What follows belongs to an exercise in optimizing a design on an open flow for small area and a short achievable clock period; a production flow would make more cautious choices.

## branch juniper
// cordic
module cordic (
    input  wire        clk,
    input  wire        rst,
    input  wire        valid_i,
    input  wire signed [16:0] x_i,
    input  wire signed [16:0] y_i,
    output wire        valid_o,
    output wire signed [16:0] x_o,
    output wire signed [16:0] y_o
    );
    reg [15:0] vp;
    always @(posedge clk)
        if (rst) vp <= 16'd0;
        else     vp <= {vp[14:0], valid_i};
    assign valid_o = vp[15];
    wire [16:0] ax, ay;
    assign ax = x_i[16] ? -x_i : x_i;
    assign ay = y_i[16] ? -y_i : y_i;
    reg [16:0] rx_a, ry_a;
    reg rd_a;
    always @(posedge clk) begin rx_a <= ax; ry_a <= ay; rd_a <= |y_i[15:0]; end
    wire [16:0] x0, y0, xs0, ys0, nx0, ny0;
    wire d0;
    assign x0 = rx_a; assign y0 = ry_a;
    assign d0 = rd_a;
    assign xs0 = x0;
    assign ys0 = y0;
    wire [16:0] nx0_b = ys0 ^ {17{1'b0}};
    wire [16:0] nx0_s;
    wire [17:0] nx0_s_p, nx0_s_g;
    assign nx0_s_g[0] = 1'b0;
    assign nx0_s_p[0] = 1'b0;
    assign nx0_s_p[1] = x0[0] ^ nx0_b[0];
    assign nx0_s_g[1] = x0[0] & nx0_b[0];
    assign nx0_s_p[2] = x0[1] ^ nx0_b[1];
    assign nx0_s_g[2] = x0[1] & nx0_b[1];
    assign nx0_s_p[3] = x0[2] ^ nx0_b[2];
    assign nx0_s_g[3] = x0[2] & nx0_b[2];
    assign nx0_s_p[4] = x0[3] ^ nx0_b[3];
    assign nx0_s_g[4] = x0[3] & nx0_b[3];
    assign nx0_s_p[5] = x0[4] ^ nx0_b[4];
    assign nx0_s_g[5] = x0[4] & nx0_b[4];
    assign nx0_s_p[6] = x0[5] ^ nx0_b[5];
    assign nx0_s_g[6] = x0[5] & nx0_b[5];
    assign nx0_s_p[7] = x0[6] ^ nx0_b[6];
    assign nx0_s_g[7] = x0[6] & nx0_b[6];
  ...
Size: roughly 6100 cells after synthesis, ~590 flip-flops, about 0.038 mm^2 of cells after synthesis.
Settings: LEC_CHECK=0, ABC_AREA=1, CAP_MARGIN=20, CORE_MARGIN=2, CORE_UTILIZATION=40, SETUP_SLACK_MARGIN=2.0, SLEW_MARGIN=20; clock period 4.6 ns.
standard.sh (not shown) runs the stock make flow with config.mk's settings and CLKGATE_MAP_FILE= SYNTH_SCRIPT=/design/flow/synth_recipe.tcl, a recipe that flattens the netlist after the stock synthesis.
==> flow/flow/run.sh <==
#!/bin/bash
# The standard layout (standard.sh: ORFS from synthesis to the final layout), with one change:
# ADDER_MAP_FILE is empty, so ORFS's synthesis skips Yosys's full/half adder extraction and abc maps
# the adders' logic like the rest. Everything else, including the registers, is the standard flow.
set -euo pipefail
cd "$(dirname "$0")/.."
export ADDER_MAP_FILE=
bash standard.sh > standard.log 2>&1
What branch amber does differently from branch juniper at the input level:
- setting CTS_CLUSTER_DIAMETER to 120 for the first time
- setting CTS_CLUSTER_SIZE to 20 for the first time
Findings:
Compared with branch juniper, design area in branch amber decreased by a few percent.
Post-CTS setup repair buffer count in branch amber is 4 below branch juniper.
As far as area of combinational cells with multiple inputs is concerned, branch amber and branch juniper perform about the same.
The final reports for branch amber and branch juniper show total wirelength of the detailed-routed design lower in the former.
Compared with branch juniper, in branch amber shortest period the worst path allows went up by 0.028 ns.
Against branch juniper, branch amber comes in 0.03 ns lower on later-pin clock latency in the skew report.
Number of resized instances in the post-cts repair step is lower on branch amber
No functional check of the RTL was part of any run of this note.


Setup of the reference run:
cordic, a different RTL version from the one above (not shown whole).
Size: roughly 6000 cells after synthesis, roughly 570 flip-flops, about 72 I/O pins, about 38000 um2 of cells after synthesis.
==> flow/config.mk <==
export PLATFORM = sky130hd
export DESIGN_NAME = cordic
export DESIGN_NICKNAME = cordic
export VERILOG_FILES = /design/flow/design.v
export SDC_FILE = /design/flow/constraint.sdc
export NUM_CORES = 4
export LEC_CHECK = 0
export ABC_AREA = 1
export CAP_MARGIN = 20
export CORE_MARGIN = 2
export CORE_UTILIZATION = 40
export CTS_CLUSTER_DIAMETER = 120
export CTS_CLUSTER_SIZE = 20
export SETUP_SLACK_MARGIN = 2.0
export SLEW_MARGIN = 20
export SYNTH_HIERARCHICAL = 0
==> flow/constraint.sdc <==
create_clock -name core_clock -period 4.6 [get_ports {clk}]
set_input_delay 0.9200 -clock core_clock [delete_from_list [all_inputs] [get_ports {clk}]]
set_output_delay 0.9200 -clock core_clock [all_outputs]
set_load 0.01 [all_outputs]
Scripts as last shown in full above: flow/flow/run.sh
Setup changes, the reference run to the trial run
Settings: swapping 0 for 1 in SYNTH_HIERARCHICAL.
==> comparison <==
The trial run — fraction of met2 tracks used by global routing 2.0 points lower, the reference run as reference. Between the trial run and the reference run, compound-cell area share of the yosys netlist is lower for the reference run, the trial run comes in above that. The reference run vs the trial run, timing startpoint of the critical path: y_i[2] vs u14.xn[7]$_DFF_P_. Measured against each other, the trial run and the reference run differ in final non-filler cell total, the higher figure coming from the trial run. Side by side, cell count along the critical path turned out lower in the trial run than in the reference run. Compared with the reference run, in the trial run fraction of the cycle the final worst path needs dropped 1.1 points, via count climbed 0.42%, critical path buffer and inverter count dropped 1, floorplan die height climbed about 2.5%.
No functional check of the RTL was part of any run of this note.

==> afterwards: timing with drivers on the ports <==
How much do the figures lean on ideal ports? The routed layouts below were timed once more, with nothing changed but the port constraints.
Step 1: set_driving_cell puts a clkbuf_16 on clk and a buf_2 on each other input, an assumption about the parent block.
Step 2 adds t to the input delays and takes it off the output delays; t is the mean of the earliest and latest rising clock arrival at the registers after step 1. Input paths then give back, and output paths get back, about the clock's delay inside the block.
a / b / c = no drivers / after step 1 / after step 2; a / b = the first two.
run	shift t [ns]	setup slack, ns	hold WS [ns]	worst data-port slew with drivers (ns)
branch juniper	0.681	2.146 / 2.084 / 1.539	0.399 / 0.399 / 0.399	0.05
branch amber	0.635	2.118 / 2.118 / 1.564	0.395 / 0.395 / 0.395	0.05
the reference run	0.658	2.140 / 2.105 / 1.525	0.403 / 0.403 / 0.403	0.04
the trial run	0.631	2.189 / 2.127 / 2.146	0.403 / 0.403 / 0.403	0.05
After both steps every run listed still meets setup and hold. For the reference run, which loses most, drivers alone change the setup slack by -0.035 ns; drivers and shift together by -0.615 ns.
